From an optimization exercise on the open Yosys and OpenROAD flow, aimed at small area, a short achievable clock period and few clock cycles per item; shortcuts taken in it are not production practice. Only simulation tests tie the RTL to the original design; equivalence was not proved.

==> amber <==
// ray_triangle_unit
module ray_triangle_unit #(
    parameter int FP_W    = 32,
    parameter int FP_FRAC = 16
) (
    clk,
    rst,
    req_valid,
    req_ready,
    req_ray,
    req_tri,
    resp_valid,
    resp_ready,
    resp_hit,
    resp_t_hit
);
Settings: LEC_CHECK=0, ABC_AREA=1, CAP_MARGIN=20, CORE_MARGIN=2, CORE_UTILIZATION=40, SLEW_MARGIN=20; clock period 350.0 ns.
run.sh (not shown) runs the stock make flow with config.mk's settings and CLKGATE_MAP_FILE= SYNTH_SCRIPT=/design/flow/synth_recipe.tcl, a recipe that flattens the netlist after the stock synthesis.
==> zinc: changes against amber <==
==> flow/flow/run.sh (new file) <==
#!/bin/bash
set -euo pipefail
W=$(pwd)
F="$W/flow"
export RT_MAP_FILE="$F/rt_map.v"
export RT_ABC_SCRIPT="$F/rt_abc.script"
{
  cat <<'EOS'
set ::rt_mapped 0
proc synth {args} {
  if {!$::rt_mapped} {
    yosys techmap -map $::env(RT_MAP_FILE)
    set ::rt_mapped 1
  }
  yosys synth -nofsm -noshare {*}$args
}
proc abc {args} {
  set i [lsearch -exact $args -script]
  if {$i >= 0} {
    set args [lreplace $args [expr {$i + 1}] [expr {$i + 1}] $::env(RT_ABC_SCRIPT)]
  }
  yosys abc {*}$args
}
EOS
  tail -n +2 synth_recipe.tcl
} > rt_synth.tcl
sed -e 's#synth_recipe\.tcl#rt_synth.tcl#g' \
    -e 's#CLKGATE_MAP_FILE= #CLKGATE_MAP_FILE= "BUFFER_PORTS_ARGS=-buffer_cell sky130_fd_sc_hd__buf_1" #' \
    standard.sh > rt_standard.sh
grep -q 'rt_synth\.tcl' rt_standard.sh
grep -q 'BUFFER_PORTS_ARGS' rt_standard.sh
bash rt_standard.sh > rt_flow.log 2>&1
==> flow/flow/rt_abc.script (new file) <==
strash; dch; amap; topo
==> flow/flow/rt_map.v (new file) <==
module rt_fa(input a, input b, input c, output s, output co);
  sky130_fd_sc_hd__fa_1 _TECHMAP_REPLACE_ (.A(a), .B(b), .CIN(c), .SUM(s), .COUT(co));
endmodule
module rt_ha(input a, input b, output s, output co);
  sky130_fd_sc_hd__ha_1 _TECHMAP_REPLACE_ (.A(a), .B(b), .SUM(s), .COUT(co));
endmodule
==> flow/standard.sh (new file) <==
#!/bin/bash
# synth_recipe.tcl (not shown) runs the flow's synth.tcl, then flattens the netlist and writes it again
# the make line also repeats each setting of config.mk as NAME=value (left out here)
make -C /OpenROAD-flow-scripts/flow DESIGN_CONFIG=/design/flow/config.mk WORK_HOME=/design/flow/orfs CLKGATE_MAP_FILE= SYNTH_SCRIPT=/design/flow/synth_recipe.tcl "${@:-finish}"
CORE_UTILIZATION = 42   (was 40)
removed: flow/run.sh
==> comparison table <==
|  | zinc | amber |
|---|---|---|
| FP Rows | 378 | 417 |
| Die extent in x | 1034 µm | 1140 µm |
| CTS buffer count | 191 | 201 |
| Area share of the largest cell type after synthesis | 0.5853 | 0.4805 |
| Number of cells produced by synthesis | 32610 | 58070 |
| Share of cell area taken by muxes after synthesis | 0 | 0.001609 |
| Number of placed instances with taps included | 50820 | 72870 |
| Half-perimeter wire length after placement | 2918000 µm | 3545000 µm |
| Unique cell type count in the Yosys netlist | 44 | 57 |
| Post-place instance area | 500700 µm² | 552700 µm² |
| Complex-gate fraction of the synthesized area | 0.2792 | 0.2333 |
| Result of the run | aborted with a tool error | aborted with a tool error |
| Stage where the flow stopped | global routing | global routing |
| Post-Place Worst Slack | 277.24 ns | 276.55 ns |
| Routability congestion estimate from global placement | 1.328 | 1.316 |
| Mean instance size in the synthesized netlist | 13.67 µm² | 8.891 µm² |
| Adder-cell area share of the yosys netlist | 0.5999 | 0.5023 |
| Sequential share of the synthesized area | 0.08208 | 0.07089 |
| Netlist area before placement | 445900 µm² | 516300 µm² |
| Post-synthesis share of cell area spent on and, or, nand and nor gates | 0.02034 | 0.07733 |
Testbench counts of amber, summed over its fixed seeds: cycles 8,048, items 8,000.
Testbench counts of zinc, summed over its fixed seeds: cycles 8,048, items 8,000.
